Context: an optimization exercise on an open-source flow, tuned for small area. The choices shown serve that exercise and are no tape-out recipe.
The RTL was checked by simulation tests, not by an equivalence proof against the original design.
Power and IR drop assume default switching activity. The clock port is modelled as an ideal driver; clocking choices that lean on that would not hold on a real chip.

Design top_upscaler, start of the top module:
module top_upscaler #(
    parameter IMG_W = 64,
    parameter IMG_H = 216
)(
    input  wire        clk, rst,
    input  wire [23:0] pixel_in,
    input  wire        input_valid,
    output wire [23:0] pixel_out,
    output wire        output_valid
);
    localparam integer DEPTH = 2 * IMG_W;
    reg [1:0] ph;
    reg nph1;
    always @(posedge clk) begin
        if (rst) begin
            ph <= 2'd0; nph1 <= 1'b1;
        end else if (input_valid) begin
            ph <= {ph[0], ~(ph[0] | ph[1])};
            nph1 <= ~ph[0];
        end
    end
    wire se   = input_valid & ph[1];
    wire hold = ~input_valid | nph1;
    reg [1:0] vpipe;
    always @(posedge clk) begin
        if (rst) vpipe <= 2'b00;
        else     vpipe <= {vpipe[0], input_valid};
    end
    assign output_valid = vpipe[1];
    reg [DEPTH*24-1:0] lb;
    always @(posedge clk)
        lb <= ({DEPTH*24{se}} & {lb[(DEPTH-1)*24-1:0], pixel_in}) | ({DEPTH*24{hold}} & lb);
    wire [23:0] lb_out = lb[DEPTH*24-1 -: 24];
    reg [6:0] cnt;   
    reg full;
    always @(posedge clk) begin
        if (rst) begin
            cnt <= 0; full <= 1'b0;
        end else if (se) begin
            cnt <= cnt + 1'b1;
            if (&cnt) full <= 1'b1;
        end
    end
    wire se_w   = se & ~rst;
    wire se_c0  = se & full & ~rst;
    wire hold_w = hold & ~rst;
    reg [23:0] c0, c1, c2, c3;
    always @(posedge clk) begin
        c0 <= ({24{se_c0}} & lb_out) | ({24{hold_w}} & c0);
        c1 <= ({24{se_w}}  & c0)     | ({24{hold_w}} & c1);
        c2 <= ({24{se_w}}  & c1)     | ({24{hold_w}} & c2);
  ...
Size: about 52 I/O pins, about 100000 µm² of cells after synthesis.
export LEC_CHECK = 0
export CAP_MARGIN = 20
export CORE_MARGIN = 2
export CORE_UTILIZATION = 70
export CTS_BUF_LIST = sky130_fd_sc_hd__clkbuf_16
export CTS_CLUSTER_DIAMETER = 100
export CTS_CLUSTER_SIZE = 30
export PLACE_DENSITY = 0.78
export SLEW_MARGIN = 20
create_clock -name core_clock -period 13.0 [get_ports {clk}]
standard.sh (not shown) runs the stock make flow with config.mk's settings and CLKGATE_MAP_FILE= SYNTH_SCRIPT=/design/flow/synth_recipe.tcl, a recipe that flattens the netlist after the stock synthesis.
==> flow/flow/run.sh <==
#!/bin/bash
# The standard layout (standard.sh) with two changes, both through ORFS's own
# variables:
#  - port buffers are buf_1 (the standard flow's pick is clkdlybuf4s50_1);
#  - CTS uses clkbuf_16 only, clusters of up to 30 sinks within 100 um, and
#    no dummy loads.
set -euo pipefail
export BUFFER_PORTS_ARGS="-buffer_cell sky130_fd_sc_hd__buf_1"
export CTS_ARGS="-sink_clustering_enable -repair_clock_nets -dont_use_dummy_load -sink_clustering_size 30 -sink_clustering_max_diameter 100 -buf_list sky130_fd_sc_hd__clkbuf_16"
bash standard.sh > standard.log 2>&1
The starting point produced a clean layout.
Change:
==> flow/run.sh (new file) <==
#!/bin/bash
# synth_recipe.tcl (not shown) runs the flow's synth.tcl, then flattens the netlist and writes it again
# the make line also repeats each setting of config.mk as NAME=value (left out here)
make -C /OpenROAD-flow-scripts/flow DESIGN_CONFIG=/design/flow/config.mk WORK_HOME=/design/flow/orfs CLKGATE_MAP_FILE= SYNTH_SCRIPT=/design/flow/synth_recipe.tcl finish
removed: flow/flow/run.sh
removed: flow/standard.sh
- The new run passed the timing, design-rule and antenna checks
- utilization came out higher by 0.40 points
- global-route usage hardly moves
- power rises by 1.0%
- non-clock buffer count climbs by 3
- cell area came out higher by 0.55%
- clock-buffer cell count goes up by 3

========
Another version of the RTL of top_upscaler (not shown whole).
Size in the first run: about 7900 cells after synthesis, ~3200 flip-flops, roughly 100000 sq um of cells after synthesis.
Settings: LEC_CHECK=0, CAP_MARGIN=20, CORE_MARGIN=2, CORE_UTILIZATION=70, CTS_BUF_LIST=sky130_fd_sc_hd__clkbuf_16, CTS_CLUSTER_DIAMETER=100, CTS_CLUSTER_SIZE=30, PLACE_DENSITY=0.78, SLEW_MARGIN=20; clock period 13.0 ns.
run.sh (not shown) runs the stock make flow with config.mk's settings and CLKGATE_MAP_FILE= SYNTH_SCRIPT=/design/flow/synth_recipe.tcl, a recipe that flattens the netlist after the stock synthesis.
Stock flow here: none of the scripts above is used.
The first run went through all stages and came out clean.
Change:
Settings changed: CORE_UTILIZATION 70 to 40, CTS_BUF_LIST sky130_fd_sc_hd__clkbuf_16 to unset, CTS_CLUSTER_DIAMETER 100 to unset, CTS_CLUSTER_SIZE 30 to unset, PLACE_DENSITY 0.78 to unset.
=> Synthesized area is unchanged; hold slack is worse by 0.041 ns; core utilization fell by 27 points; critical path depth fell by 1; count of clock-buffer cells in the layout rose by 358; final cell count rose by 20%.

==> separate check: timing with driven ports <==
In the flow no input, the clock included, has a driving cell. The finished layouts below were timed again as built, in two steps. Step 1 (the two cells are an assumption about what drives the block):
set clk [get_ports {clk}]
set_driving_cell -lib_cell sky130_fd_sc_hd__clkbuf_16 $clk
set_driving_cell -lib_cell sky130_fd_sc_hd__buf_2 [delete_from_list [all_inputs] $clk]
Step 2 also shifts input and output timing later by t, the mid clock arrival at the registers, as if the neighbouring blocks saw the same clock. Three values: ideal ports, drivers, drivers and shift; two values: the first two.
| run | t, ns | slack for setup (ns) | worst register clock-pin slew, ns | worst slew at a driven data input, ns |
|---|---|---|---|---|
| the first run of note 1 | 0.818 | 4.496 / 4.496 / 4.496 | 0.11 / 0.11 | 0.08 |
| the second run of note 1 | 0.829 | 4.414 / 4.414 / 4.414 | 0.11 / 0.11 | 0.07 |
| the first run of note 2 | 0.829 | 6.325 / 6.325 / 6.037 | 0.11 / 0.11 | 0.08 |
| the second run of note 2 | 0.987 | 6.918 / 6.918 / 6.559 | 0.06 / 0.06 | 0.07 |
After both steps every run listed still meets setup and hold. The setup slack of the second run of note 2, which loses most, moves by 0.000 ns with the drivers and by -0.359 ns with both steps.
